What follows belongs to an exercise in optimizing a design on an open flow for small area and a short achievable clock period; a production flow would make more cautious choices.
Only simulation tests tie the RTL to the original design; equivalence was not proved.
In runs 3 to 5 the design's own scripts or RTL, not TritonCTS, make the clock network.
No driver is modelled on the clock port, so clock power and skew are understated where the tree is cut down; a real chip needs a root buffer or a tree.
Power figures rest on the tool's default switching activity, not on a simulated workload.

File: design.v
module buffer
(
	input clk,
	input rst,
	input [31:0] in,
	output [31:0] out
);
	reg [6:0] row1_r;
	reg [2:0] slot1_r;
	reg [1:0] wr_r, rd_r;
	reg [1:0] wr_d, rd_d;
	reg [31:0] ring [0:253];
	reg [31:0] buffer_out;
	assign out = buffer_out;
	always @(*) begin
		case ({row1_r, slot1_r})
			{7'd0, 3'd0}, {7'd0, 3'd2}: {wr_d, rd_d} = {2'b00, 2'b01};
			{7'd0, 3'd1}, {7'd0, 3'd3}, {7'd0, 3'd4}: {wr_d, rd_d} = {2'b00, 2'b10};
			{7'd1, 3'd0}, {7'd1, 3'd2}, {7'd2, 3'd0}, {7'd2, 3'd2}, {7'd3, 3'd0}, {7'd3, 3'd2}, {7'd4, 3'd0}, {7'd4, 3'd2}, {7'd5, 3'd0}, {7'd5, 3'd2}, {7'd6, 3'd0}, {7'd6, 3'd2}, {7'd7, 3'd2}, {7'd8, 3'd2}, {7'd9, 3'd1}, {7'd9, 3'd2}, {7'd10, 3'd1}, {7'd10, 3'd2}, {7'd11, 3'd1}, {7'd11, 3'd2}, {7'd12, 3'd1}, {7'd12, 3'd2}, {7'd13, 3'd1}, {7'd13, 3'd2}, {7'd14, 3'd1}, {7'd14, 3'd2}, {7'd15, 3'd1}, {7'd15, 3'd2}, {7'd16, 3'd1}, {7'd16, 3'd2}, {7'd17, 3'd1}, {7'd17, 3'd2}, {7'd17, 3'd4}, {7'd18, 3'd1}, {7'd18, 3'd2}, {7'd18, 3'd3}, {7'd18, 3'd4}, {7'd19, 3'd1}, {7'd19, 3'd2}, {7'd19, 3'd3}, {7'd19, 3'd4}, {7'd20, 3'd1}, {7'd20, 3'd2}, {7'd20, 3'd3}, {7'd20, 3'd4}, {7'd21, 3'd1}, {7'd21, 3'd2}, {7'd21, 3'd3}, {7'd21, 3'd4}, {7'd22, 3'd1}, {7'd22, 3'd2}, {7'd22, 3'd3}, {7'd22, 3'd4}, {7'd23, 3'd1}, {7'd23, 3'd2}, {7'd23, 3'd3}, {7'd23, 3'd4}, {7'd24, 3'd2}, {7'd24, 3'd3}, {7'd24, 3'd4}, {7'd25, 3'd4}, {7'd26, 3'd4}, {7'd27, 3'd4}, {7'd28, 3'd4}, {7'd29, 3'd4}, {7'd30, 3'd4}, {7'd31, 3'd4}, {7'd32, 3'd4}, {7'd33, 3'd4}, {7'd34, 3'd4}, {7'd35, 3'd0}, {7'd35, 3'd1}, {7'd35, 3'd4}, {7'd36, 3'd0}, {7'd36, 3'd1}, {7'd36, 3'd4}, {7'd37, 3'd0}, {7'd37, 3'd1}, {7'd37, 3'd4}, {7'd38, 3'd0}, {7'd38, 3'd1}, {7'd38, 3'd4}, {7'd39, 3'd0}, {7'd39, 3'd1}, {7'd39, 3'd4}, {7'd40, 3'd0}, {7'd40, 3'd1}, {7'd40, 3'd4}, {7'd41, 3'd0}, {7'd41, 3'd1}, {7'd41, 3'd4}, {7'd42, 3'd0}, {7'd42, 3'd1}, {7'd43, 3'd0}, {7'd43, 3'd1}, {7'd43, 3'd3}, {7'd44, 3'd0}, {7'd44, 3'd1}, {7'd44, 3'd3}, {7'd45, 3'd0}, {7'd45, 3'd1}, {7'd45, 3'd3}, {7'd46, 3'd0}, {7'd46, 3'd1}, {7'd46, 3'd3}, {7'd47, 3'd0}, {7'd47, 3'd1}, {7'd47, 3'd3}, {7'd48, 3'd0}, {7'd48, 3'd1}, {7'd48, 3'd3}: {wr_d, rd_d} = {2'b01, 2'b01};
			{7'd1, 3'd1}, {7'd1, 3'd3}, {7'd1, 3'd4}, {7'd2, 3'd1}, {7'd2, 3'd3}, {7'd2, 3'd4}, {7'd3, 3'd1}, {7'd3, 3'd3}, {7'd3, 3'd4}, {7'd4, 3'd1}, {7'd4, 3'd3}, {7'd4, 3'd4}, {7'd5, 3'd1}, {7'd5, 3'd3}, {7'd5, 3'd4}, {7'd6, 3'd1}, {7'd6, 3'd3}, {7'd6, 3'd4}, {7'd7, 3'd1}, {7'd7, 3'd3}, {7'd7, 3'd4}, {7'd8, 3'd0}, {7'd8, 3'd3}, {7'd8, 3'd4}, {7'd9, 3'd0}, {7'd9, 3'd3}, {7'd9, 3'd4}, {7'd10, 3'd0}, {7'd10, 3'd3}, {7'd10, 3'd4}, {7'd11, 3'd0}, {7'd11, 3'd3}, {7'd11, 3'd4}, {7'd12, 3'd0}, {7'd12, 3'd3}, {7'd12, 3'd4}, {7'd13, 3'd0}, {7'd13, 3'd3}, {7'd13, 3'd4}, {7'd14, 3'd0}, {7'd14, 3'd3}, {7'd14, 3'd4}, {7'd15, 3'd0}, {7'd15, 3'd3}, {7'd15, 3'd4}, {7'd16, 3'd0}, {7'd16, 3'd3}, {7'd17, 3'd0}, {7'd18, 3'd0}, {7'd19, 3'd0}, {7'd20, 3'd0}, {7'd21, 3'd0}, {7'd22, 3'd0}, {7'd23, 3'd0}, {7'd24, 3'd0}, {7'd25, 3'd0}, {7'd25, 3'd1}, {7'd26, 3'd0}, {7'd26, 3'd1}, {7'd26, 3'd2}, {7'd26, 3'd3}, {7'd27, 3'd0}, {7'd27, 3'd1}, {7'd27, 3'd2}, {7'd27, 3'd3}, {7'd28, 3'd0}, {7'd28, 3'd1}, {7'd28, 3'd2}, {7'd28, 3'd3}, {7'd29, 3'd0}, {7'd29, 3'd1}, {7'd29, 3'd2}, {7'd29, 3'd3}, {7'd30, 3'd0}, {7'd30, 3'd1}, {7'd30, 3'd2}, {7'd30, 3'd3}, {7'd31, 3'd0}, {7'd31, 3'd1}, {7'd31, 3'd2}, {7'd31, 3'd3}, {7'd32, 3'd0}, {7'd32, 3'd1}, {7'd32, 3'd2}, {7'd32, 3'd3}, {7'd33, 3'd0}, {7'd33, 3'd1}, {7'd33, 3'd2}, {7'd33, 3'd3}, {7'd34, 3'd2}, {7'd34, 3'd3}, {7'd35, 3'd2}, {7'd35, 3'd3}, {7'd36, 3'd2}, {7'd36, 3'd3}, {7'd37, 3'd2}, {7'd37, 3'd3}, {7'd38, 3'd2}, {7'd38, 3'd3}, {7'd39, 3'd2}, {7'd39, 3'd3}, {7'd40, 3'd2}, {7'd40, 3'd3}, {7'd41, 3'd2}, {7'd41, 3'd3}, {7'd42, 3'd2}, {7'd43, 3'd2}, {7'd43, 3'd4}, {7'd44, 3'd2}, {7'd44, 3'd4}, {7'd45, 3'd2}, {7'd45, 3'd4}, {7'd46, 3'd2}, {7'd46, 3'd4}, {7'd47, 3'd2}, {7'd47, 3'd4}, {7'd48, 3'd2}, {7'd48, 3'd4}: {wr_d, rd_d} = {2'b10, 2'b10};
			{7'd7, 3'd0}, {7'd24, 3'd1}, {7'd25, 3'd2}, {7'd25, 3'd3}, {7'd42, 3'd4}: {wr_d, rd_d} = {2'b01, 2'b10};
			{7'd8, 3'd1}, {7'd16, 3'd4}, {7'd17, 3'd3}, {7'd34, 3'd0}, {7'd34, 3'd1}, {7'd42, 3'd3}: {wr_d, rd_d} = {2'b10, 2'b01};
			{7'd49, 3'd0}, {7'd49, 3'd1}, {7'd49, 3'd3}: {wr_d, rd_d} = {2'b01, 2'b00};
			{7'd49, 3'd2}, {7'd49, 3'd4}: {wr_d, rd_d} = {2'b10, 2'b00};
			default: {wr_d, rd_d} = 4'b0;
		endcase
	end
	always @(posedge clk) begin
		if (rst) begin
			row1_r <= 7'd0;
			slot1_r <= 3'd1;
			wr_r <= 2'b00;
			rd_r <= 2'b01;
		end else begin
			row1_r <= slot1_r == 3'd5 ? row1_r + 7'd1 : row1_r;
			slot1_r <= slot1_r == 3'd5 ? 3'd0 : slot1_r + 3'd1;
			wr_r <= wr_d;
			rd_r <= rd_d;
		end
	end
	integer j;
	always @(posedge clk) begin
		for (j = 1; j < 254; j = j + 1)
			ring[j] <= ring[j-1];
		ring[0] <= ring[253];
		if (wr_r[0]) ring[0] <= in;
		if (wr_r[1]) ring[105] <= in;
	end
	always @(posedge clk)
		buffer_out <= ({32{rd_r[0]}} & ring[253]) | ({32{rd_r[1]}} & ring[104]);
endmodule
File: constraint.sdc
create_clock -name core_clock -period 8.0 [get_ports {clk}]
set_input_delay 1.6000 -clock core_clock [delete_from_list [all_inputs] [get_ports {clk}]]
set_output_delay 1.6000 -clock core_clock [all_outputs]
set_load 0.01 [all_outputs]
File: run.sh
#!/bin/bash
# synth_recipe.tcl (not shown) runs the flow's synth.tcl, then flattens the netlist and writes it again
# the make line also repeats each setting of config.mk as NAME=value (left out here)
make -C /OpenROAD-flow-scripts/flow DESIGN_CONFIG=/design/flow/config.mk WORK_HOME=/design/flow/orfs CLKGATE_MAP_FILE= SYNTH_SCRIPT=/design/flow/synth_recipe.tcl finish
File: config.mk
export PLATFORM = sky130hd
export DESIGN_NAME = buffer
export DESIGN_NICKNAME = buffer
export VERILOG_FILES = /design/flow/design.v
export SDC_FILE = /design/flow/constraint.sdc
export NUM_CORES = 4
export LEC_CHECK = 0
export CAP_MARGIN = 40
export CORE_MARGIN = 2
export CORE_UTILIZATION = 55
export CTS_CLUSTER_DIAMETER = 100
export CTS_CLUSTER_SIZE = 30
export PLACE_DENSITY = 0.65
export SETUP_SLACK_MARGIN = 5
export SLEW_MARGIN = 20
export SYNTH_MEMORY_MAX_BITS = 16384
==> flow_summary.toml, run 1 <==
[routing]
ant_nets = 0
vias = 52149
drtPass1Iterations = 9
routedWlPerCell_um = 12.5
post-route-drc-count = 0
wl_mm = 159
vias_per_cell = 4.08
drt_iter0_drc = 2701

[timing]
skew_ns = 0.0215
setup_tns_ns = 0
period_share_pct = 36.9
tightestPinTransition_ns = 0.673
max_clock_freq_mhz = 339
slew_headroom_pct = 54.8
holdWs_ns = 0.314
slew_violations = 0
finalSetupViolations = 0
hold_violations = 0
fin_crit_ns = 2.95
rsz0062_at_grt = "yes"

[critical_path]
cp-end-kind = "output pin"
cp.required_ns = 6.40
path_cells = "buf_6"
cp.arrival_ns = 1.35
cp_max_fo = 1
cp_slowest_cell = "dfxtp_2"
path_buf_inv = 1
path_class = "register to output pin"
cpPeakStageDelay_ns = 0.34
cp_top_family = "flip-flops"
startpoint_type = "register"

[pwr]
vdd_drop_max_v = 0.000239
fin_total_pwr_mw = 59.2
leakage_nw = 71.1
powerDensity_nw_per_um2 = 330

[logic_synthesis]
synth-edff-count = 0
synth-main-ff-cell = "dfxtp_1"
synth_area_leaders = "dfxtp_1 99%, mux2_2 0.38%, a22o_1 0.17%, mux2_1 0.054%, ha_1 0.053%"
yosys_warnings = 2
yosys.area.top_type = "dfxtp_1"
synth_area_um2 = 166000
postSynthCellCount = 8414
syn_avg_cell_area_um2 = 19.7
ys_seq_area_share_pct = 98.8
synth.distinct_cells = 47
synth_top_area_share_pct = 98.8
syn_nets = 8455
async_reset_ff_share_pct = 0
ys_ff_latch = 8174

[layout]
layout.nets = 8815
syn_to_final_growth_pct = 8.38
drive_gt1_share_pct = 5.20
layout_commonest_cell = "dfxtp_1"
fin_cells = 12768
fin_area_um2 = 179000
layout_common_cells = "8154 x dfxtp_1, 322 x clkbuf_16, 56 x mux2_2"

[cts]
clk_latency_ns = 0.89
tritoncts.num_buffers = 311
root_buffer = "clkbuf_16"
cts_max_level = 5
tritoncts = "yes"
clk_path_buf_depth = 4
clkSinkCount = 8174
post_cts_buffers = 0
path_clk_slew_ns = 0.11

[placement]
dp_hpwl_mm = 76.1
io_buffers = 65
dpl-instance-area_um2 = 171000
dpl.cell_count = 12417
gp_congestion = 0.793

[grt]
antenna_found_initial = 6
grt_pass1_vias = 53063
grt_max_degree = 31
overflow = 0
track_usage_pct = 10.5
grt_pass1_wl_mm = 271

[floorplanning]
die_y_um = 553
dieWidth_um = 553
ios = 66
core_um2 = 300000
die-area_um2 = 305000
rows = 201
floorplan.initialDensity_pct = 55.2

[run]
drv_cap = 0

[outcome]
status = "timing/DRC/antenna clean"

[worst_hold_path]
hp-class = "register to register"
-- per-layer routing --
| layer | part of all wire [%] | GRT usage, % | vias to the layer above |
|---|---|---|---|
| met2 | 38 | 14.3 | 582 |
| met1 | 55 | 16.5 | 24792 |
| met4 | 3.5 | 3.79 | 0 |
| met3 | 4.0 | 2.20 | 427 |
| met5 | 0 | 0 | - |
| li1 | - | - | 26348 |
-- state kept, by name (all words and copies together), names as in the netlist --
name,cells
ring,8128
buffer_out,32
row1_r,7
slot1_r,3
rd_r,2
wr_r,2
-- synth_stat cells (3+ instances only) --
master    instances
dfxtp_1        8174
mux2_2           56
a22o_1           32
nor2_1           20
clkbuf_1         11
nand2_1          11
mux2_1            8
o21ai_0           8
ha_1              7
a21oi_1           6
buf_1             6
mux2i_1           6
nand2b_1          6
nand3_1           5
buf_2             3
inv_1             3
nor2b_1           3
o211ai_1          3
xnor2_1           3
xor2_1            3
-- where the power goes --
part	internal, mW	total (mW)	switching [mW]	leakage (nW)
Sequential	40.9	41.0	0.0803	65.9
Combinational	0.0447	0.0974	0.0526	1.11
Clock	7.32	18.1	10.8	4.07
-- final cells by class --
type | instances | area (um2)
diodes | 8 | 20.0
clock buffers | 323 | 8060
clock inverters | 18 | 226
fillers | 21686 | 120000
inverters | 3 | 11.3
multi-input cells | 213 | 1790
flip-flops and latches | 8174 | 164000
well taps | 3958 | 4950
repair buffers | 71 | 701
-- metrics by stage --
stage               setup WS [ns]  utilization [%]
global route                 4.92             59.8
floorplan                    5.48                -
finish                       5.05             59.9
detailed placement           4.58             57.1
global placement             4.71             57.1
CTS                          4.92             59.8
-- cells by family (layout without fill, tap and decap cells) --
| kind of cell | count (synthesis) | after routing | share of synthesized area (%) |
|---|---|---|---|
| flip-flops | 8174 | 8174 | 98.8 |
| multiplexers | 70 | 70 | 0.472 |
| AO/OA/AOI/OAI | 69 | 69 | 0.327 |
| AND/OR/NAND/NOR | 61 | 61 | 0.197 |
| buffers and inverters | 27 | 415 | 0.0771 |
| adder cells (fa/ha/maj) | 7 | 7 | 0.0529 |
| XOR/XNOR | 6 | 6 | 0.0317 |
| other | 0 | 8 | 0 |
-- timing repair --
item,4_1_cts,5_1_grt
pin swaps,0,0
resized for setup,150,11
setup endpoints to repair,32,32
hold buffers,0,0
-- worst paths after layout --
| kind | slack (ns) | from | end | cells after the start |
|---|---|---|---|---|
| max | 5.05 | buffer_out[23] | out[23] | 1 |
| min | 0.31 | ring[165][31] | ring[166][31] | 0 |
| max reg2reg | 5.51 | slot1_r[0] | wr_r[1] | 7 |
| min reg2reg | 0.31 | ring[165][31] | ring[166][31] | 0 |
==> inputs of run 2 (changes only) <==
--- a/design.v
+++ b/design.v
@@ -5,15 +5,17 @@
 	input [31:0] in,
 	output [31:0] out
 );
-	reg [6:0] row1_r;
-	reg [2:0] slot1_r;
+	reg rst_r;
+	reg [6:0] row2_r;
+	reg [2:0] slot2_r;
+	reg [1:0] wr_d, rd_d;
+	reg [1:0] wr_1, rd_1;
 	reg [1:0] wr_r, rd_r;
-	reg [1:0] wr_d, rd_d;
 	reg [31:0] ring [0:253];
 	reg [31:0] buffer_out;
 	assign out = buffer_out;
 	always @(*) begin
-		case ({row1_r, slot1_r})
+		case ({row2_r, slot2_r})
 			{7'd0, 3'd0}, {7'd0, 3'd2}: {wr_d, rd_d} = {2'b00, 2'b01};
 			{7'd0, 3'd1}, {7'd0, 3'd3}, {7'd0, 3'd4}: {wr_d, rd_d} = {2'b00, 2'b10};
 			{7'd1, 3'd0}, {7'd1, 3'd2}, {7'd2, 3'd0}, {7'd2, 3'd2}, {7'd3, 3'd0}, {7'd3, 3'd2}, {7'd4, 3'd0}, {7'd4, 3'd2}, {7'd5, 3'd0}, {7'd5, 3'd2}, {7'd6, 3'd0}, {7'd6, 3'd2}, {7'd7, 3'd2}, {7'd8, 3'd2}, {7'd9, 3'd1}, {7'd9, 3'd2}, {7'd10, 3'd1}, {7'd10, 3'd2}, {7'd11, 3'd1}, {7'd11, 3'd2}, {7'd12, 3'd1}, {7'd12, 3'd2}, {7'd13, 3'd1}, {7'd13, 3'd2}, {7'd14, 3'd1}, {7'd14, 3'd2}, {7'd15, 3'd1}, {7'd15, 3'd2}, {7'd16, 3'd1}, {7'd16, 3'd2}, {7'd17, 3'd1}, {7'd17, 3'd2}, {7'd17, 3'd4}, {7'd18, 3'd1}, {7'd18, 3'd2}, {7'd18, 3'd3}, {7'd18, 3'd4}, {7'd19, 3'd1}, {7'd19, 3'd2}, {7'd19, 3'd3}, {7'd19, 3'd4}, {7'd20, 3'd1}, {7'd20, 3'd2}, {7'd20, 3'd3}, {7'd20, 3'd4}, {7'd21, 3'd1}, {7'd21, 3'd2}, {7'd21, 3'd3}, {7'd21, 3'd4}, {7'd22, 3'd1}, {7'd22, 3'd2}, {7'd22, 3'd3}, {7'd22, 3'd4}, {7'd23, 3'd1}, {7'd23, 3'd2}, {7'd23, 3'd3}, {7'd23, 3'd4}, {7'd24, 3'd2}, {7'd24, 3'd3}, {7'd24, 3'd4}, {7'd25, 3'd4}, {7'd26, 3'd4}, {7'd27, 3'd4}, {7'd28, 3'd4}, {7'd29, 3'd4}, {7'd30, 3'd4}, {7'd31, 3'd4}, {7'd32, 3'd4}, {7'd33, 3'd4}, {7'd34, 3'd4}, {7'd35, 3'd0}, {7'd35, 3'd1}, {7'd35, 3'd4}, {7'd36, 3'd0}, {7'd36, 3'd1}, {7'd36, 3'd4}, {7'd37, 3'd0}, {7'd37, 3'd1}, {7'd37, 3'd4}, {7'd38, 3'd0}, {7'd38, 3'd1}, {7'd38, 3'd4}, {7'd39, 3'd0}, {7'd39, 3'd1}, {7'd39, 3'd4}, {7'd40, 3'd0}, {7'd40, 3'd1}, {7'd40, 3'd4}, {7'd41, 3'd0}, {7'd41, 3'd1}, {7'd41, 3'd4}, {7'd42, 3'd0}, {7'd42, 3'd1}, {7'd43, 3'd0}, {7'd43, 3'd1}, {7'd43, 3'd3}, {7'd44, 3'd0}, {7'd44, 3'd1}, {7'd44, 3'd3}, {7'd45, 3'd0}, {7'd45, 3'd1}, {7'd45, 3'd3}, {7'd46, 3'd0}, {7'd46, 3'd1}, {7'd46, 3'd3}, {7'd47, 3'd0}, {7'd47, 3'd1}, {7'd47, 3'd3}, {7'd48, 3'd0}, {7'd48, 3'd1}, {7'd48, 3'd3}: {wr_d, rd_d} = {2'b01, 2'b01};
@@ -26,16 +28,21 @@
 		endcase
 	end
 	always @(posedge clk) begin
-		if (rst) begin
-			row1_r <= 7'd0;
-			slot1_r <= 3'd1;
+		rst_r <= rst;
+		if (rst_r) begin
+			row2_r <= 7'd0;
+			slot2_r <= 3'd3;
+			wr_1 <= 2'b00;
+			rd_1 <= 2'b01;
 			wr_r <= 2'b00;
-			rd_r <= 2'b01;
+			rd_r <= 2'b10;
 		end else begin
-			row1_r <= slot1_r == 3'd5 ? row1_r + 7'd1 : row1_r;
-			slot1_r <= slot1_r == 3'd5 ? 3'd0 : slot1_r + 3'd1;
-			wr_r <= wr_d;
-			rd_r <= rd_d;
+			row2_r <= slot2_r == 3'd5 ? row2_r + 7'd1 : row2_r;
+			slot2_r <= slot2_r == 3'd5 ? 3'd0 : slot2_r + 3'd1;
+			wr_1 <= wr_d;
+			rd_1 <= rd_d;
+			wr_r <= wr_1;
+			rd_r <= rd_1;
 		end
 	end
 	integer j;
==> run 2 against run 1 <==
Utilization about the same. Clock skew is 0.0025 ns lower. First-iteration DRC count is 2.1% higher. Maximum frequency is 0.18% lower. Sequential power about the same. Clock power barely moved. Largest cell class unchanged.
==> flow_summary.toml, run 2 <==
[outcome]
status = "timing/DRC/antenna clean"

[critical_path]
startpoint_type = "register"
cp.arrival_ns = 1.36
path_cells = "buf_2"
cpPeakStageDelay_ns = 0.33
cp.required_ns = 6.40
cp_top_family = "flip-flops"
path_class = "register to output pin"
r2r_setup_slack_ns = 5.13
cp-end-kind = "output pin"
cp_max_fo = 1
cp_slowest_cell = "dfxtp_1"
path_buf_inv = 1

[logic_synthesis]
synth-main-ff-cell = "dfxtp_1"
synth-edff-count = 0
synth.distinct_cells = 60
synth_top_area_share_pct = 98.7
async_reset_ff_share_pct = 0
postSynthCellCount = 8442
ys_ff_latch = 8179
syn_avg_cell_area_um2 = 19.7
yosys_warnings = 2
syn_nets = 8483
ys_seq_area_share_pct = 98.7
yosys.area.top_type = "dfxtp_1"
synth_area_leaders = "dfxtp_1 99%, mux2_2 0.44%, a22o_1 0.17%, buf_6 0.061%, ha_1 0.053%"
synth.most_common_cell = "dfxtp_1"
yosys-top-cells-count = "8179 x dfxtp_1, 65 x mux2_2, 32 x a22o_1, 19 x nor2_1"
synth_area_um2 = 166000

[layout]
layout.nets = 8836
fin_cells = 12784
layout_commonest_cell = "dfxtp_1"
reg_top3 = "ring (8128), buffer_out (32), row2_r (7)"
multi_input_area_um2 = 1920
regMostFlops = "ring"
syn_to_final_growth_pct = 8.27
fin_area_um2 = 180000
drive_gt1_share_pct = 5.40
layout_common_cells = "8155 x dfxtp_1, 323 x clkbuf_16, 65 x mux2_2"
ff_latch_area_um2 = 164000
nFillCells = 21571
largest_reg_flops = 8128

[pwr]
leakage_nw = 71.1
p_int_mw = 48.2
power_frac_seq_pct = 69.1
p_sw_mw = 10.9
vdd_drop_max_v = 0.000195
combPwrFrac_pct = 0.2
powerDensity_nw_per_um2 = 329
switching_share_pct = 18.5
power_frac_clock_pct = 30.7

[cts]
post_cts_buffers = 0
clk_latency_ns = 0.90
clk_path_buf_depth = 4
tritoncts = "yes"
cts_max_level = 5
tritoncts.num_buffers = 311
clkSinkCount = 8179
path_clk_slew_ns = 0.11
root_buffer = "clkbuf_16"

[timing]
slew_violations = 0
finalSetupViolations = 0
setup_tns_ns = 0
tightestPinTransition_ns = 0.839
skew_ns = 0.0190
hold_violations = 0
period_share_pct = 36.9
rsz0062_at_grt = "yes"
slew_headroom_pct = 44.0
fin_crit_ns = 2.96
max_clock_freq_mhz = 338
holdWs_ns = 0.317

[routing]
drt_iter0_drc = 2757
ant_nets = 0
drtPass1Iterations = 6
vias = 52328
wl_mm = 163
wl_met2_mm = 62.8
highest_layer = "met4"
met1_length_mm = 88.1
routedWlPerCell_um = 12.8
post-route-drc-count = 0
vias_per_cell = 4.09
route.met3.wl_mm = 6.45

[placement]
io_buffers = 65
gp_congestion = 0.792
dpl-instance-area_um2 = 171000
dp_hpwl_mm = 78.6
dpl.cell_count = 12437

[worst_hold_path]
hp-class = "register to register"

[floorplanning]
dieWidth_um = 553
die_y_um = 553
rows = 201
die-area_um2 = 306000
floorplan.initialDensity_pct = 55.3
ios = 66
core_um2 = 300000

[grt]
track_usage_pct = 10.7
overflow = 0
grt_max_degree = 33
antenna_found_initial = 11
grt_pass1_vias = 53586
grt_pass1_wl_mm = 277

[run]
drv_cap = 0
-- run 2: changes by cell type after synthesis, moves of 3 or more --
| cell | delta |
|---|---|
| buf_6 | +7 |
| dfxtp_1 | +5 |
| mux2_1 | -8 |
| mux2_2 | +9 |
| o21ai_0 | -3 |
| or3_1 | +3 |
-- run 2: cells by family (layout without fill, tap and decap cells) --
group | after synthesis | count (layout) | share of synthesized area [%]
DFF | 8179 | 8179 | 98.7
AOI/OAI and AO/OA | 78 | 78 | 0.384
muxes | 71 | 71 | 0.477
and+or+nand+nor | 63 | 63 | 0.207
buffers and inverters | 37 | 417 | 0.143
adders and majority gates | 9 | 9 | 0.0656
xor gates and xnor gates | 5 | 5 | 0.0264
other | 0 | 4 | 0
-- run 2: power groups by stage --
stage               Combinational, mW  Clock, mW  Sequential [mW]
CTS                            0.0951       18.9             40.9
global route                    0.113       20.3             40.9
global placement               0.0809          0             41.8
floorplan                      0.0623          0             41.8
detailed placement             0.0945          0             41.8
finish                          0.106       18.1             40.8
-- run 2: layer usage --
layer / track usage [%] / vias to the layer above
li1: - / 26444
met1: 16.6 / 24792
met2: 14.9 / 641
met3: 2.20 / 451
met4: 3.95 / 0
met5: 0 / -
-- run 2: final timing paths --
kind	from	cells past startpoint	end
min reg2reg	ring[116][13]	0	ring[117][13]
max	buffer_out[7]	1	out[7]
min	ring[116][13]	0	ring[117][13]
max reg2reg	slot2_r[1]	6	wr_1[1]
-- run 2: repair_timing --
item                       CTS  global route
hold buffers                 0             0
setup endpoints to repair   32            32
gates resized for setup    156            12
cloned                       0             0
-- run 2: final cells by class --
type,instances,area share (%)
multi-input combinational,226,1.07
clock inverter,15,0.0913
inverter,5,0.0104
antenna,4,0.00557
clock buffer,325,4.50
timing repair buffer,72,0.381
tap,3958,2.76
sequential,8179,91.2
-- run 2: stage by stage --
stage	power (mW)	worst slack, ns	util [%]
3_3_place_gp	41.9	5.57	57.1
6_report	59.1	5.04	59.9
5_1_grt	61.3	4.93	59.9
4_1_cts	59.9	4.93	59.8
3_5_place_dp	41.9	5.36	57.1
2_1_floorplan	41.8	5.97	-
==> inputs of run 3 (changes only) <==
--- a/design.v
+++ b/design.v
@@ -5,17 +5,15 @@
 	input [31:0] in,
 	output [31:0] out
 );
-	reg rst_r;
-	reg [6:0] row2_r;
-	reg [2:0] slot2_r;
+	reg [6:0] row1_r;
+	reg [2:0] slot1_r;
+	reg [1:0] wr_r, rd_r;
 	reg [1:0] wr_d, rd_d;
-	reg [1:0] wr_1, rd_1;
-	reg [1:0] wr_r, rd_r;
 	reg [31:0] ring [0:253];
 	reg [31:0] buffer_out;
 	assign out = buffer_out;
 	always @(*) begin
-		case ({row2_r, slot2_r})
+		case ({row1_r, slot1_r})
 			{7'd0, 3'd0}, {7'd0, 3'd2}: {wr_d, rd_d} = {2'b00, 2'b01};
 			{7'd0, 3'd1}, {7'd0, 3'd3}, {7'd0, 3'd4}: {wr_d, rd_d} = {2'b00, 2'b10};
 			{7'd1, 3'd0}, {7'd1, 3'd2}, {7'd2, 3'd0}, {7'd2, 3'd2}, {7'd3, 3'd0}, {7'd3, 3'd2}, {7'd4, 3'd0}, {7'd4, 3'd2}, {7'd5, 3'd0}, {7'd5, 3'd2}, {7'd6, 3'd0}, {7'd6, 3'd2}, {7'd7, 3'd2}, {7'd8, 3'd2}, {7'd9, 3'd1}, {7'd9, 3'd2}, {7'd10, 3'd1}, {7'd10, 3'd2}, {7'd11, 3'd1}, {7'd11, 3'd2}, {7'd12, 3'd1}, {7'd12, 3'd2}, {7'd13, 3'd1}, {7'd13, 3'd2}, {7'd14, 3'd1}, {7'd14, 3'd2}, {7'd15, 3'd1}, {7'd15, 3'd2}, {7'd16, 3'd1}, {7'd16, 3'd2}, {7'd17, 3'd1}, {7'd17, 3'd2}, {7'd17, 3'd4}, {7'd18, 3'd1}, {7'd18, 3'd2}, {7'd18, 3'd3}, {7'd18, 3'd4}, {7'd19, 3'd1}, {7'd19, 3'd2}, {7'd19, 3'd3}, {7'd19, 3'd4}, {7'd20, 3'd1}, {7'd20, 3'd2}, {7'd20, 3'd3}, {7'd20, 3'd4}, {7'd21, 3'd1}, {7'd21, 3'd2}, {7'd21, 3'd3}, {7'd21, 3'd4}, {7'd22, 3'd1}, {7'd22, 3'd2}, {7'd22, 3'd3}, {7'd22, 3'd4}, {7'd23, 3'd1}, {7'd23, 3'd2}, {7'd23, 3'd3}, {7'd23, 3'd4}, {7'd24, 3'd2}, {7'd24, 3'd3}, {7'd24, 3'd4}, {7'd25, 3'd4}, {7'd26, 3'd4}, {7'd27, 3'd4}, {7'd28, 3'd4}, {7'd29, 3'd4}, {7'd30, 3'd4}, {7'd31, 3'd4}, {7'd32, 3'd4}, {7'd33, 3'd4}, {7'd34, 3'd4}, {7'd35, 3'd0}, {7'd35, 3'd1}, {7'd35, 3'd4}, {7'd36, 3'd0}, {7'd36, 3'd1}, {7'd36, 3'd4}, {7'd37, 3'd0}, {7'd37, 3'd1}, {7'd37, 3'd4}, {7'd38, 3'd0}, {7'd38, 3'd1}, {7'd38, 3'd4}, {7'd39, 3'd0}, {7'd39, 3'd1}, {7'd39, 3'd4}, {7'd40, 3'd0}, {7'd40, 3'd1}, {7'd40, 3'd4}, {7'd41, 3'd0}, {7'd41, 3'd1}, {7'd41, 3'd4}, {7'd42, 3'd0}, {7'd42, 3'd1}, {7'd43, 3'd0}, {7'd43, 3'd1}, {7'd43, 3'd3}, {7'd44, 3'd0}, {7'd44, 3'd1}, {7'd44, 3'd3}, {7'd45, 3'd0}, {7'd45, 3'd1}, {7'd45, 3'd3}, {7'd46, 3'd0}, {7'd46, 3'd1}, {7'd46, 3'd3}, {7'd47, 3'd0}, {7'd47, 3'd1}, {7'd47, 3'd3}, {7'd48, 3'd0}, {7'd48, 3'd1}, {7'd48, 3'd3}: {wr_d, rd_d} = {2'b01, 2'b01};
@@ -28,21 +26,16 @@
 		endcase
 	end
 	always @(posedge clk) begin
-		rst_r <= rst;
-		if (rst_r) begin
-			row2_r <= 7'd0;
-			slot2_r <= 3'd3;
-			wr_1 <= 2'b00;
-			rd_1 <= 2'b01;
+		if (rst) begin
+			row1_r <= 7'd0;
+			slot1_r <= 3'd1;
 			wr_r <= 2'b00;
-			rd_r <= 2'b10;
+			rd_r <= 2'b01;
 		end else begin
-			row2_r <= slot2_r == 3'd5 ? row2_r + 7'd1 : row2_r;
-			slot2_r <= slot2_r == 3'd5 ? 3'd0 : slot2_r + 3'd1;
-			wr_1 <= wr_d;
-			rd_1 <= rd_d;
-			wr_r <= wr_1;
-			rd_r <= rd_1;
+			row1_r <= slot1_r == 3'd5 ? row1_r + 7'd1 : row1_r;
+			slot1_r <= slot1_r == 3'd5 ? 3'd0 : slot1_r + 3'd1;
+			wr_r <= wr_d;
+			rd_r <= rd_d;
 		end
 	end
 	integer j;
==> flow/run.sh (new file) <==
#!/bin/bash
# Standard layout, except that the clock tree is built by flow/cts_hook.tcl.
set -e
here=$(pwd)
V=sky130_fd_sc_hd__inv_16
export CTREE_DIR=$here/flow
export CTREE_FANOUTS="36 5 4 3 3 100"
export CTREE_CELLS="$V $V $V $V $V $V"
bash standard.sh PRE_CTS_TCL=$here/flow/cts_hook.tcl finish > standard.log 2>&1
==> flow/ctree.tcl (new file) <==
# Build a balanced clock tree by recursive bisection.
# Globals: TREE_FANOUTS (list, leaf level first), TREE_CELLS (list of masters per level, leaf first)
proc ctree_split {items nclus} {
  # items: list of {x y payload}; returns list of nclus groups
  if {$nclus <= 1} { return [list $items] }
  set xs [lmap it $items {lindex $it 0}]
  set ys [lmap it $items {lindex $it 1}]
  set dx [expr {[tcl::mathfunc::max {*}$xs] - [tcl::mathfunc::min {*}$xs]}]
  set dy [expr {[tcl::mathfunc::max {*}$ys] - [tcl::mathfunc::min {*}$ys]}]
  set ax [expr {$dx >= $dy ? 0 : 1}]
  set sorted [lsort -integer -index $ax $items]
  set c1 [expr {$nclus / 2}]
  set n1 [expr {int(round(double([llength $items]) * $c1 / $nclus))}]
  set a [lrange $sorted 0 [expr {$n1 - 1}]]
  set b [lrange $sorted $n1 end]
  return [concat [ctree_split $a $c1] [ctree_split $b [expr {$nclus - $c1}]]]
}
proc ctree_build {fanouts cells} {
  set db [ord::get_db]
  set block [ord::get_db_block]
  set clk [$block findNet clk]
  # sinks: every iterm on clk
  set items {}
  foreach it [$clk getITerms] {
    set inst [$it getInst]
    set bb [$inst getBBox]
    lappend items [list [expr {([$bb xMin] + [$bb xMax]) / 2}] [expr {([$bb yMin] + [$bb yMax]) / 2}] $it]
  }
  set level 0
  set core [$block getCoreArea]
  while {1} {
    set fo [lindex $fanouts $level]
    set cellname [lindex $cells $level]
    set master [$db findMaster $cellname]
    set n [llength $items]
    set nclus [expr {($n + $fo - 1) / $fo}]
    if {$level == [llength $fanouts] - 1} { set nclus 1 }
    set groups [ctree_split $items $nclus]
    set next {}
    set gi 0
    foreach g $groups {
      set sx 0; set sy 0
      foreach it $g { incr sx [lindex $it 0]; incr sy [lindex $it 1] }
      set cx [expr {$sx / [llength $g]}]
      set cy [expr {$sy / [llength $g]}]
      set name "ctree_L${level}_$gi"
      set inst [odb::dbInst_create $block $master $name]
      set w [$master getWidth]; set h [$master getHeight]
      set x [expr {max([$core xMin], min([$core xMax] - $w, $cx - $w / 2))}]
      set y [expr {max([$core yMin], min([$core yMax] - $h, $cy - $h / 2))}]
      $inst setLocation $x $y
      $inst setPlacementStatus PLACED
      set net [odb::dbNet_create $block "ctree_net_L${level}_$gi"]
      $net setSigType CLOCK
      foreach it $g {
        set p [lindex $it 2]
        $p disconnect
        $p connect $net
      }
      set out ""; set inp ""
      foreach t [$inst getITerms] {
        if {[$t isOutputSignal]} { set out $t } elseif {[$t isInputSignal]} { set inp $t }
      }
      $out connect $net
      lappend next [list $cx $cy $inp]
      incr gi
    }
    puts "ctree level $level: [llength $groups] x $cellname"
    set items $next
    incr level
    if {[llength $items] == 1} { break }
  }
  # root input to clk
  [lindex [lindex $items 0] 2] connect $clk
}
==> flow/cts_hook.tcl (new file) <==
# Sourced by ORFS cts.tcl (PRE_CTS_TCL) before clock_tree_synthesis: replace TritonCTS by a
# balanced inverter tree built by recursive bisection of the flip-flops (flow/ctree.tcl).
source $::env(CTREE_DIR)/ctree.tcl
rename clock_tree_synthesis _tritoncts_unused
proc clock_tree_synthesis {args} {
  ctree_build $::env(CTREE_FANOUTS) $::env(CTREE_CELLS)
  set_propagated_clock [all_clocks]
}
==> standard.sh (new file) <==
#!/bin/bash
# synth_recipe.tcl (not shown) runs the flow's synth.tcl, then flattens the netlist and writes it again
# the make line also repeats each setting of config.mk as NAME=value (left out here)
make -C /OpenROAD-flow-scripts/flow DESIGN_CONFIG=/design/flow/config.mk WORK_HOME=/design/flow/orfs CLKGATE_MAP_FILE= SYNTH_SCRIPT=/design/flow/synth_recipe.tcl "${@:-finish}"
removed: run.sh
==> run 3 against run 2 <==
Clock power is 11% lower. Sequential power is essentially flat. Via count fell by 0.87%. Setup slack got worse by 0.037 ns. Synthesized cell count shrank 0.33%. Critical endpoint is now wr_r[0]. Largest power group unchanged. Register-to-register slack improved by 0.29 ns. Cell area is 1.5% lower. Maximum frequency down 1.2%.
==> flow_summary.toml, run 3 <==
[outcome]
status = "timing/DRC/antenna clean"

[grt]
antenna_found_initial = 6
grt_pass1_vias = 51722
grt_max_degree = 37
track_usage_pct = 10.1
grt_pass1_wl_mm = 265
overflow = 0

[pwr]
powerDensity_nw_per_um2 = 323
leakage_nw = 69.9
fin_total_pwr_mw = 57.2
vdd_drop_max_v = 0.000209

[logic_synthesis]
synth-compound-area-share_pct = 0.327
synth.distinct_cells = 47
synth_mux_area_share_pct = 0.472
ys_ff_latch = 8174
yosys.area.top_type = "dfxtp_1"
synth_area_leaders = "dfxtp_1 99%, mux2_2 0.38%, a22o_1 0.17%, mux2_1 0.054%, ha_1 0.053%"
syn_avg_cell_area_um2 = 19.7
synth.most_common_cell = "dfxtp_1"
yosys_warnings = 2
synth-edff-count = 0
synth_top_area_share_pct = 98.8
synth_fa_ha_area_share_pct = 0.0529
synth-main-ff-cell = "dfxtp_1"
ys_seq_area_share_pct = 98.8
yosys-top-cells-count = "8174 x dfxtp_1, 56 x mux2_2, 32 x a22o_1, 20 x nor2_1"
synth_xor_area_share_pct = 0.0317
syn_nets = 8455
async_reset_ff_share_pct = 0
synth_top_family_by_area = "multiplexers"
postSynthCellCount = 8414
synthSimpleGateAreaFrac_pct = 0.197
synth_area_um2 = 166000

[timing]
rsz0062_at_grt = "no"
slew_headroom_pct = 61.1
hold_violations = 0
holdWs_ns = 0.279
setup_ws_ns = 5.01
fin_crit_ns = 2.99
skew_ns = 0.0675
max_clock_freq_mhz = 334
setup_tns_ns = 0
tightestPinTransition_ns = 0.579
slew_violations = 0
finalSetupViolations = 0
period_share_pct = 37.4

[routing]
vias = 51873
wl_mm = 157
routedWlPerCell_um = 12.3
ant_nets = 0
drtPass1Iterations = 11
vias_per_cell = 4.08
drt_iter0_drc = 2480
post-route-drc-count = 0

[cts]
cts_hold_buf = 0
clk_latency_ns = 0.64
post_cts_buffers = 0
path_clk_slew_ns = 0.10
cts_resized = 32

[critical_path]
r2r_start = "slot1_r[0]"
cpPeakStageDelay_ns = 0.65
path_class = "primary input to register"
r2r_cells = 7
cp-end-kind = "register"
cp.arrival_ns = 3.55
cp_max_fo = 12
cp.required_ns = 8.55
r2r_setup_slack_ns = 5.42
cp_slowest_cell = "clkdlybuf4s50_1"
startpoint = "rst"
path_cells = "clkdlybuf4s50_1 > or2_1 > nor4_1 > o211ai_1 > o211ai_1"
rr_endpoint = "wr_r[1]"
startpoint_type = "primary input"
path_common_cell = "o211ai_1"

[layout]
layout_commonest_cell = "dfxtp_1"
layout.nets = 8797
drive_gt1_share_pct = 4.15
reg_top3 = "ring (8128), buffer_out (32), row1_r (7)"
fin_cells = 12719
layout_common_cells = "8170 x dfxtp_1, 293 x inv_16, 56 x mux2_2"
syn_to_final_growth_pct = 6.91
regMostFlops = "ring"
largest_reg_flops = 8128

[floorplanning]
rows = 201
dieWidth_um = 553
ios = 66
die_y_um = 553
core_um2 = 300000
floorplan.initialDensity_pct = 55.2
die-area_um2 = 305000

[worst_hold_path]
whs_endpoint = "ring[101][2]"
hp-class = "register to register"
holdPathStages = 0
min_from = "ring[100][2]"

[placement]
dpl.cell_count = 12417
place_worst_setup_slack_ns = 4.58
dp_hpwl_mm = 76.1
gp_congestion = 0.793
io_buffers = 65

[run]
drv_cap = 0
==> run 3: changes by cell type after synthesis, moves of 3 or more <==
cell     delta
mux2_2      -9
mux2_1      +8
buf_6       -7
dfxtp_1     -5
o21ai_0     +3
or3_1       -3
==> run 3: cells by family (layout without fill, tap and decap cells) <==
kind of cell             after synthesis  count (layout)
flip-flops                          8174            8174
multiplexers                          70              70
AO/OA/AOI/OAI                         69              69
AND/OR/NAND/NOR                       61              61
buffers and inverters                 27             367
adder cells (fa/ha/maj)                7               7
XOR/XNOR                               6               6
other                                  0               7
==> run 3: where the power goes <==
group / switching [mW] / internal [mW]
clock: 13.7 / 2.46
sequential: 0.0803 / 40.9
combinational: 0.0545 / 0.0448
total: 13.8 / 43.4
==> run 3: worst max-delay path by stage <==
| stage | endpoint | slack, ns | cells after the start |
|---|---|---|---|
| 3_5_place_dp | wr_r[0] | 4.58 | 4 |
| 5_1_grt | out[10] | 5.07 | 1 |
| 3_3_place_gp | wr_r[0] | 4.71 | 4 |
| 2_1_floorplan | wr_r[0] | 5.48 | 3 |
| 6_report | wr_r[0] | 5.01 | 5 |
| 4_1_cts | out[4] | 5.09 | 1 |
==> run 3: final cells by class <==
cell class                 count  area [um2]
antenna                        7        17.5
fill                       21922      123000
inverter                     296        5880
multi-input combinational    213        1790
sequential                  8174      164000
tap                         3958        4950
timing repair buffer          71         721
==> run 3: critical path, delay by kind of cell <==
kind                   cells  cell delay, ns
buffers and inverters      1            0.65
AND/OR/NAND/NOR            2            0.89
AO/OA/AOI/OAI              2            0.41
==> run 3: per-stage QoR <==
| step | cell area, um2 | utilization, % |
|---|---|---|
| final | 177000 | 59.0 |
| after global routing | 177000 | 59.0 |
| after CTS | 177000 | 59.0 |
| after detailed placement | 171000 | 57.1 |
| after global placement | 171000 | 57.1 |
| after floorplan | 166000 | - |
==> run 3: routing by layer <==
metal | part of all wire, % | GRT usage (%) | wire length, um | vias up
met3 | 4.2 | 1.87 | 6600 | 404
met2 | 37 | 13.9 | 58800 | 586
met5 | 0 | 0 | 0 | -
li1 | - | - | - | 26393
met4 | 3.7 | 3.37 | 5870 | 0
met1 | 55 | 16.1 | 85700 | 24490
==> inputs of run 4 (changes only) <==
--- a/design.v
+++ b/design.v
@@ -5,15 +5,17 @@
 	input [31:0] in,
 	output [31:0] out
 );
-	reg [6:0] row1_r;
-	reg [2:0] slot1_r;
+	reg rst_r;
+	reg [6:0] row2_r;
+	reg [2:0] slot2_r;
+	reg [1:0] wr_d, rd_d;
+	reg [1:0] wr_1, rd_1;
 	reg [1:0] wr_r, rd_r;
-	reg [1:0] wr_d, rd_d;
 	reg [31:0] ring [0:253];
 	reg [31:0] buffer_out;
 	assign out = buffer_out;
 	always @(*) begin
-		case ({row1_r, slot1_r})
+		case ({row2_r, slot2_r})
 			{7'd0, 3'd0}, {7'd0, 3'd2}: {wr_d, rd_d} = {2'b00, 2'b01};
 			{7'd0, 3'd1}, {7'd0, 3'd3}, {7'd0, 3'd4}: {wr_d, rd_d} = {2'b00, 2'b10};
 			{7'd1, 3'd0}, {7'd1, 3'd2}, {7'd2, 3'd0}, {7'd2, 3'd2}, {7'd3, 3'd0}, {7'd3, 3'd2}, {7'd4, 3'd0}, {7'd4, 3'd2}, {7'd5, 3'd0}, {7'd5, 3'd2}, {7'd6, 3'd0}, {7'd6, 3'd2}, {7'd7, 3'd2}, {7'd8, 3'd2}, {7'd9, 3'd1}, {7'd9, 3'd2}, {7'd10, 3'd1}, {7'd10, 3'd2}, {7'd11, 3'd1}, {7'd11, 3'd2}, {7'd12, 3'd1}, {7'd12, 3'd2}, {7'd13, 3'd1}, {7'd13, 3'd2}, {7'd14, 3'd1}, {7'd14, 3'd2}, {7'd15, 3'd1}, {7'd15, 3'd2}, {7'd16, 3'd1}, {7'd16, 3'd2}, {7'd17, 3'd1}, {7'd17, 3'd2}, {7'd17, 3'd4}, {7'd18, 3'd1}, {7'd18, 3'd2}, {7'd18, 3'd3}, {7'd18, 3'd4}, {7'd19, 3'd1}, {7'd19, 3'd2}, {7'd19, 3'd3}, {7'd19, 3'd4}, {7'd20, 3'd1}, {7'd20, 3'd2}, {7'd20, 3'd3}, {7'd20, 3'd4}, {7'd21, 3'd1}, {7'd21, 3'd2}, {7'd21, 3'd3}, {7'd21, 3'd4}, {7'd22, 3'd1}, {7'd22, 3'd2}, {7'd22, 3'd3}, {7'd22, 3'd4}, {7'd23, 3'd1}, {7'd23, 3'd2}, {7'd23, 3'd3}, {7'd23, 3'd4}, {7'd24, 3'd2}, {7'd24, 3'd3}, {7'd24, 3'd4}, {7'd25, 3'd4}, {7'd26, 3'd4}, {7'd27, 3'd4}, {7'd28, 3'd4}, {7'd29, 3'd4}, {7'd30, 3'd4}, {7'd31, 3'd4}, {7'd32, 3'd4}, {7'd33, 3'd4}, {7'd34, 3'd4}, {7'd35, 3'd0}, {7'd35, 3'd1}, {7'd35, 3'd4}, {7'd36, 3'd0}, {7'd36, 3'd1}, {7'd36, 3'd4}, {7'd37, 3'd0}, {7'd37, 3'd1}, {7'd37, 3'd4}, {7'd38, 3'd0}, {7'd38, 3'd1}, {7'd38, 3'd4}, {7'd39, 3'd0}, {7'd39, 3'd1}, {7'd39, 3'd4}, {7'd40, 3'd0}, {7'd40, 3'd1}, {7'd40, 3'd4}, {7'd41, 3'd0}, {7'd41, 3'd1}, {7'd41, 3'd4}, {7'd42, 3'd0}, {7'd42, 3'd1}, {7'd43, 3'd0}, {7'd43, 3'd1}, {7'd43, 3'd3}, {7'd44, 3'd0}, {7'd44, 3'd1}, {7'd44, 3'd3}, {7'd45, 3'd0}, {7'd45, 3'd1}, {7'd45, 3'd3}, {7'd46, 3'd0}, {7'd46, 3'd1}, {7'd46, 3'd3}, {7'd47, 3'd0}, {7'd47, 3'd1}, {7'd47, 3'd3}, {7'd48, 3'd0}, {7'd48, 3'd1}, {7'd48, 3'd3}: {wr_d, rd_d} = {2'b01, 2'b01};
@@ -26,16 +28,21 @@
 		endcase
 	end
 	always @(posedge clk) begin
-		if (rst) begin
-			row1_r <= 7'd0;
-			slot1_r <= 3'd1;
+		rst_r <= rst;
+		if (rst_r) begin
+			row2_r <= 7'd0;
+			slot2_r <= 3'd3;
+			wr_1 <= 2'b00;
+			rd_1 <= 2'b01;
 			wr_r <= 2'b00;
-			rd_r <= 2'b01;
+			rd_r <= 2'b10;
 		end else begin
-			row1_r <= slot1_r == 3'd5 ? row1_r + 7'd1 : row1_r;
-			slot1_r <= slot1_r == 3'd5 ? 3'd0 : slot1_r + 3'd1;
-			wr_r <= wr_d;
-			rd_r <= rd_d;
+			row2_r <= slot2_r == 3'd5 ? row2_r + 7'd1 : row2_r;
+			slot2_r <= slot2_r == 3'd5 ? 3'd0 : slot2_r + 3'd1;
+			wr_1 <= wr_d;
+			rd_1 <= rd_d;
+			wr_r <= wr_1;
+			rd_r <= rd_1;
 		end
 	end
 	integer j;
==> flow/run.sh (replaced) <==
#!/bin/bash
# Standard layout, except that the clock tree is built by flow/cts_hook.tcl.
set -e
here=$(pwd)
V=sky130_fd_sc_hd__inv_16
export CTREE_DIR=$here/flow
export CTREE_FANOUTS="36 5 4 3 3 100"
export CTREE_CELLS="$V $V $V $V $V $V"
bash standard.sh PRE_CTS_TCL=$here/flow/cts_hook.tcl SETUP_SLACK_MARGIN=5.6 finish > standard.log 2>&1
--- a/flow/ctree.tcl
+++ b/flow/ctree.tcl
@@ -1,21 +1,25 @@
 # Build a balanced clock tree by recursive bisection.
 # Globals: TREE_FANOUTS (list, leaf level first), TREE_CELLS (list of masters per level, leaf first)
-proc ctree_split {items nclus} {
-  # items: list of {x y payload}; returns list of nclus groups
-  if {$nclus <= 1} { return [list $items] }
+proc ctree_split {items nclus {maxd 0}} {
+  # items: list of {x y payload}; returns nclus groups (more when maxd > 0 and a group's
+  # bounding box half-perimeter, in dbu, is larger than maxd)
   set xs [lmap it $items {lindex $it 0}]
   set ys [lmap it $items {lindex $it 1}]
   set dx [expr {[tcl::mathfunc::max {*}$xs] - [tcl::mathfunc::min {*}$xs]}]
   set dy [expr {[tcl::mathfunc::max {*}$ys] - [tcl::mathfunc::min {*}$ys]}]
+  if {$nclus <= 1} {
+    if {$maxd <= 0 || $dx + $dy <= $maxd || [llength $items] < 2} { return [list $items] }
+    set nclus 2
+  }
   set ax [expr {$dx >= $dy ? 0 : 1}]
   set sorted [lsort -integer -index $ax $items]
   set c1 [expr {$nclus / 2}]
   set n1 [expr {int(round(double([llength $items]) * $c1 / $nclus))}]
   set a [lrange $sorted 0 [expr {$n1 - 1}]]
   set b [lrange $sorted $n1 end]
-  return [concat [ctree_split $a $c1] [ctree_split $b [expr {$nclus - $c1}]]]
+  return [concat [ctree_split $a $c1 $maxd] [ctree_split $b [expr {$nclus - $c1}] $maxd]]
 }
-proc ctree_build {fanouts cells} {
+proc ctree_build {fanouts cells {maxd_um 0}} {
   set db [ord::get_db]
   set block [ord::get_db_block]
   set clk [$block findNet clk]
@@ -35,7 +39,8 @@
     set n [llength $items]
     set nclus [expr {($n + $fo - 1) / $fo}]
     if {$level == [llength $fanouts] - 1} { set nclus 1 }
-    set groups [ctree_split $items $nclus]
+    set maxd [expr {$level == 0 ? int($maxd_um * [$block getDbUnitsPerMicron]) : 0}]
+    set groups [ctree_split $items $nclus $maxd]
     set next {}
     set gi 0
     foreach g $groups {
--- a/config.mk
+++ b/config.mk
@@ -7,10 +7,8 @@
 export LEC_CHECK = 0
 export CAP_MARGIN = 40
 export CORE_MARGIN = 2
-export CORE_UTILIZATION = 55
-export CTS_CLUSTER_DIAMETER = 100
-export CTS_CLUSTER_SIZE = 30
-export PLACE_DENSITY = 0.65
+export CORE_UTILIZATION = 70
+export PLACE_DENSITY = 0.8
 export SETUP_SLACK_MARGIN = 5
 export SLEW_MARGIN = 20
 export SYNTH_MEMORY_MAX_BITS = 16384
==> run 4 against run 3 <==
Still clean on timing, DRC and antenna. Utilization increased by 16 points. Die area decreased by 21%. Synthesized area increased by 0.21%. Via count increased by 0.50%. Setup slack improved by 0.30 ns. Worst hold slack improved by 0.0085 ns. Sequential power about the same. First-iteration DRC count increased by 18%. Power increased by 0.25%. Clock power about the same. Largest power group unchanged.
==> flow_summary.toml, run 4 <==
[outcome]
status = "timing/DRC/antenna clean"

[critical_path]
cp_max_fo = 1
cp.arrival_ns = 1.10
startpoint_type = "register"
path_cells = "buf_2"
cp_top_family = "flip-flops"
cp.required_ns = 6.40
cpPeakStageDelay_ns = 0.33
path_buf_inv = 1
cp_slowest_cell = "dfxtp_1"
cp-end-kind = "output pin"
path_class = "register to output pin"

[logic_synthesis]
synth_area_um2 = 166000
synthSimpleGateAreaFrac_pct = 0.207
postSynthCellCount = 8442
synth-main-ff-cell = "dfxtp_1"
async_reset_ff_share_pct = 0
synth_mux_area_share_pct = 0.477
synth.distinct_cells = 60
synth_top_area_share_pct = 98.7
synth.most_common_cell = "dfxtp_1"
syn_nets = 8483
synth_fa_ha_area_share_pct = 0.0656
ys_ff_latch = 8179
synth_top_family_by_area = "multiplexers"
synth_xor_area_share_pct = 0.0264
syn_avg_cell_area_um2 = 19.7
yosys-top-cells-count = "8179 x dfxtp_1, 65 x mux2_2, 32 x a22o_1, 19 x nor2_1"
yosys.area.top_type = "dfxtp_1"
synth_area_leaders = "dfxtp_1 99%, mux2_2 0.44%, a22o_1 0.17%, buf_6 0.061%, ha_1 0.053%"
ys_seq_area_share_pct = 98.7
synth-compound-area-share_pct = 0.384
yosys_warnings = 2
synth-edff-count = 0

[routing]
drtPass1Iterations = 13
routedWlPerCell_um = 16.0
vias_per_cell = 4.37
drt_iter0_drc = 2938
post-route-drc-count = 0
ant_nets = 0
vias = 52132
wl_mm = 191

[floorplanning]
floorplan.initialDensity_pct = 70.5
core_um2 = 235000
dieWidth_um = 491
die-area_um2 = 241000
rows = 178
die_y_um = 491
ios = 66

[timing]
slew_violations = 0
hold_violations = 0
holdWs_ns = 0.287
max_clock_freq_mhz = 371
fin_crit_ns = 2.70
finalSetupViolations = 0
slew_headroom_pct = 49.6
skew_ns = 0.0629
tightestPinTransition_ns = 0.754
setup_tns_ns = 0
rsz0062_at_grt = "yes"
period_share_pct = 33.7

[cts]
cts_hold_buf = 0
path_clk_slew_ns = 0.10
clk_latency_ns = 0.63

[layout]
layout_common_cells = "8149 x dfxtp_1, 293 x inv_16, 65 x mux2_2"
layout.nets = 8819
regMostFlops = "ring"
drive_gt1_share_pct = 5.05
largest_reg_flops = 8128
syn_to_final_growth_pct = 6.29
nFillCells = 12437
layout_commonest_cell = "dfxtp_1"
reg_top3 = "ring (8128), buffer_out (32), row2_r (7)"
fin_cells = 11939

[placement]
io_buffers = 65
dpl.cell_count = 11629
gp_congestion = 0.893
dp_hpwl_mm = 86.6

[pwr]
powerDensity_nw_per_um2 = 325
leakage_nw = 69.9
vdd_drop_max_v = 0.000268
fin_total_pwr_mw = 57.4

[grt]
grt_pass1_wl_mm = 307
track_usage_pct = 15.7
grt_max_degree = 37
grt_pass1_vias = 54864
overflow = 0
antenna_found_initial = 10

[run]
drv_cap = 0

[worst_hold_path]
hp-class = "register to register"
run 4: cell types whose count changed in the layout (fill, tap and decap cells not counted), moves of 9 or more:
cell	previous run	this run
dfxtp_2	4	29
mux2_2	56	65
buf_2	0	10
dlygate4sd2_1	32	0
buf_6	0	22
dfxtp_1	8170	8149
run 4: cells by family after synthesis:
group / after synthesis
buf+inv: 37
mux: 71
compound gates: 78
simple gates: 63
fa+ha+maj: 9
flops: 8179
xor+xnor: 5
run 4: report_power, final:
part           leakage (nW)  switching [mW]  internal, mW
clock                  2.87            13.9          2.47
combinational          1.16          0.0696        0.0504
sequential             65.9          0.0496          40.8
run 4: metal layers:
layer | wire length (um) | GRT usage, % | up-vias
met5 | 34 | 0.0992 | -
met4 | 6240 | 4.33 | 2
met3 | 6710 | 2.41 | 442
met2 | 84300 | 24.5 | 730
met1 | 94000 | 23.1 | 24466
li1 | - | - | 26492
run 4: final timing paths:
check                       from      endpoint  slack [ns]  depth (start not counted)
setup / recovery  buffer_out[23]       out[23]        5.30                          1
hold / removal      ring[22][29]  ring[23][29]        0.29                          0
setup reg to reg       row2_r[2]       wr_1[1]        5.58                          4
hold reg to reg     ring[22][29]  ring[23][29]        0.29                          0
run 4: final cells by class:
type	count	area [um2]	area share, %
diodes	13	32.5	0.0184
flip-flops and latches	8179	164000	92.9
well taps	3150	3940	2.24
inverters	298	5890	3.34
multi-input cells	226	1960	1.11
repair buffers	73	746	0.423
run 4: worst reg2reg max path: stages, from the launching register on:
cell       delay, ns
dfxtp_1         0.75
or3_1           0.47
a21oi_1         0.24
a311o_1         0.43
a2111oi_2       0.41
run 4: per-stage QoR:
| step | area [um2] | setup slack (ns) | utilization, % |
|---|---|---|---|
| CTS | 176000 | 5.26 | 74.8 |
| global route | 176000 | 5.25 | 74.9 |
| floorplan | 166000 | 5.97 | - |
| finish | 176000 | 5.30 | 74.9 |
| detailed placement | 170000 | 5.42 | 72.4 |
| global placement | 170000 | 5.57 | 72.3 |
run 4: repair_timing:
| item | 4_1_cts | 5_1_grt |
|---|---|---|
| buffers inserted | 0 | 3 |
| hold endpoints to repair | 0 | 0 |
| endpoints found under the setup margin | 35 | 34 |
| pin swaps | 0 | 0 |
| gates resized for setup | 161 | 23 |
==> inputs of run 5 (changes only) <==
--- a/config.mk
+++ b/config.mk
@@ -7,8 +7,10 @@
 export LEC_CHECK = 0
 export CAP_MARGIN = 40
 export CORE_MARGIN = 2
-export CORE_UTILIZATION = 70
-export PLACE_DENSITY = 0.8
+export CORE_UTILIZATION = 55
+export CTS_CLUSTER_DIAMETER = 100
+export CTS_CLUSTER_SIZE = 30
+export PLACE_DENSITY = 0.65
 export SETUP_SLACK_MARGIN = 5
 export SLEW_MARGIN = 20
 export SYNTH_MEMORY_MAX_BITS = 16384
==> run 5 against run 4 <==
Maximum frequency barely moved. Sequential share of layout area decreased by 0.50 points. Wire length is 16% lower. Via count hardly changed. Critical path depth unchanged. Clock skew grew 0.0021 ns. Clock power barely moved. Critical endpoint is now out[7]. Largest power group unchanged.
==> flow_summary.toml, run 5 <==
[outcome]
status = "timing/DRC/antenna clean"

[critical_path]
cp_top_family = "flip-flops"
crit_cells = 1
cp_max_fo = 1
cp-end-kind = "output pin"
rr_endpoint = "wr_1[1]"
crit_path_end = "out[7]"
r2r_start = "slot2_r[1]"
cp.required_ns = 6.40
startpoint = "buffer_out[7]"
cpPeakStageDelay_ns = 0.33
cp.arrival_ns = 1.10
r2r_setup_slack_ns = 5.60
path_buf_inv = 1
cp_slowest_cell = "dfxtp_1"
path_cells = "buf_2"
path_class = "register to output pin"
startpoint_type = "register"
r2r_cells = 6

[timing]
slew_violations = 0
holdWs_ns = 0.285
max_clock_freq_mhz = 371
rsz0062_at_grt = "yes"
setup_ws_ns = 5.30
setup_tns_ns = 0
tightestPinTransition_ns = 0.832
finalSetupViolations = 0
hold_violations = 0
period_share_pct = 33.7
slew_headroom_pct = 44.4
skew_ns = 0.0651
fin_crit_ns = 2.70

[routing]
highest_layer = "met4"
met1_length_mm = 87.0
drtPass1Iterations = 10
ant_nets = 0
vias_per_cell = 4.09
wl_mm = 161
drt_iter0_drc = 2774
vias = 52105
route.met3.wl_mm = 6.74
routedWlPerCell_um = 12.6
post-route-drc-count = 0
wl_met2_mm = 61.1

[pwr]
vdd_drop_max_v = 0.000205
powerDensity_nw_per_um2 = 322
fin_total_pwr_mw = 57.1
leakage_nw = 69.9

[logic_synthesis]
synth_area_leaders = "dfxtp_1 99%, mux2_2 0.44%, a22o_1 0.17%, buf_6 0.061%, ha_1 0.053%"
synth_xor_area_share_pct = 0.0264
synthSimpleGateAreaFrac_pct = 0.207
yosys.area.top_type = "dfxtp_1"
yosys-top-cells-count = "8179 x dfxtp_1, 65 x mux2_2, 32 x a22o_1, 19 x nor2_1"
synth-main-ff-cell = "dfxtp_1"
yosys_warnings = 2
ys_ff_latch = 8179
synth_top_area_share_pct = 98.7
synth_fa_ha_area_share_pct = 0.0656
syn_avg_cell_area_um2 = 19.7
synth_mux_area_share_pct = 0.477
synth.distinct_cells = 60
ys_seq_area_share_pct = 98.7
synth.most_common_cell = "dfxtp_1"
synth-compound-area-share_pct = 0.384
synth_area_um2 = 166000
syn_nets = 8483
postSynthCellCount = 8442
synth_top_family_by_area = "multiplexers"
synth-edff-count = 0
async_reset_ff_share_pct = 0

[layout]
layout.nets = 8822
regMostFlops = "ring"
layout_common_cells = "8152 x dfxtp_1, 293 x inv_16, 65 x mux2_2"
final_core_util_pct = 59.1
reg_top3 = "ring (8128), buffer_out (32), row2_r (7)"
largest_reg_flops = 8128
fin_area_um2 = 177000
syn_to_final_growth_pct = 6.87
layout_commonest_cell = "dfxtp_1"
nFillCells = 21800
drive_gt1_share_pct = 5.03
fin_cells = 12740

[worst_hold_path]
hp-class = "register to register"

[grt]
track_usage_pct = 10.4
antenna_found_initial = 8
grt_pass1_vias = 52085
grt_pass1_wl_mm = 270
overflow = 0
grt_max_degree = 37

[floorplanning]
rows = 201
ios = 66
die-area_um2 = 306000
core_um2 = 300000
die_y_um = 553
floorplan.initialDensity_pct = 55.3
dieWidth_um = 553

[placement]
place_worst_setup_slack_ns = 5.36
dpl-instance-area_um2 = 171000
gp_congestion = 0.792
dp_hpwl_mm = 78.6
io_buffers = 65
dpl.cell_count = 12437

[cts]
clk_latency_ns = 0.64
path_clk_slew_ns = 0.10

[run]
drv_cap = 0
-- run 5: worst min path at each step --
| stage | startpoint | depth (start not counted) | endpoint | slack (ns) |
|---|---|---|---|---|
| after floorplan | ring[99][0] | 0 | ring[100][0] | 0.31 |
| after global placement | ring[2][28] | 0 | ring[3][28] | 0.31 |
| after detailed placement | ring[101][29] | 0 | ring[102][29] | 0.31 |
| after CTS | ring[97][3] | 0 | ring[98][3] | 0.28 |
| after global routing | ring[29][30] | 0 | ring[30][30] | 0.30 |
| final | ring[97][3] | 0 | ring[98][3] | 0.29 |
-- run 5: final cells by class --
cell class | count | area [um2] | area share (%)
timing repair buffer | 76 | 711 | 0.401
multi-input combinational | 226 | 1960 | 1.11
inverter | 298 | 5890 | 3.32
tap | 3958 | 4950 | 2.79
antenna | 3 | 7.51 | 0.00423
sequential | 8179 | 164000 | 92.4
-- run 5: power breakdown --
group	total (mW)	switching (mW)	internal [mW]
sequential	40.8	0.0380	40.8
combinational	0.121	0.0712	0.0493
clock	16.1	13.7	2.46
-- run 5: logic make-up after synthesis --
| kind of cell | count (synthesis) |
|---|---|
| AO/OA/AOI/OAI | 78 |
| XOR/XNOR | 5 |
| adder cells (fa/ha/maj) | 9 |
| buffers and inverters | 37 |
| flip-flops | 8179 |
| multiplexers | 71 |
| AND/OR/NAND/NOR | 63 |
-- run 5: routing by layer --
metal,GRT usage [%],vias to the layer above
met4,3.32,0
li1,-,26459
met2,14.4,651
met3,1.94,440
met1,16.3,24555
met5,0,-
-- run 5: repair_timing --
action                                  in CTS  in global routing
endpoints found under the hold margin        0                  0
pin swaps                                    0                  1
buffers inserted                             0                  5
gates resized for setup                    158                 22
endpoints found under the setup margin      35                 34
hold buffers                                 0                  0

==> afterwards: timing with drivers on the ports <==
In the flow no input, the clock included, has a driving cell. The finished layouts below were timed again as built, in two steps.
Step 1: set_driving_cell puts a clkbuf_16 on clk and a buf_2 on each other input, an assumption about the parent block.
Step 2 also shifts input and output timing later by t, the mid clock arrival at the registers, as if the neighbouring blocks saw the same clock.
a / b / c = ideal / step 1 / step 2; a / b = the first two.
run | shift t [ns] | setup WS [ns] | worst setup path after step 2
run 1 | 0.976 | 5.050 / 4.960 / 4.290 | input to register
run 2 | 0.976 | 5.045 / 4.955 / 5.126 | register to register
run 3 | 0.727 | 5.008 / 5.029 / 4.350 | input to register
run 4 | 0.705 | 5.305 / 5.196 / 5.486 | input to register
run 5 | 0.717 | 5.304 / 5.192 / 5.521 | input to register
After both steps every run listed still meets setup and hold. For run 1, which loses most, drivers alone change the setup slack by -0.090 ns; drivers and shift together by -0.760 ns.
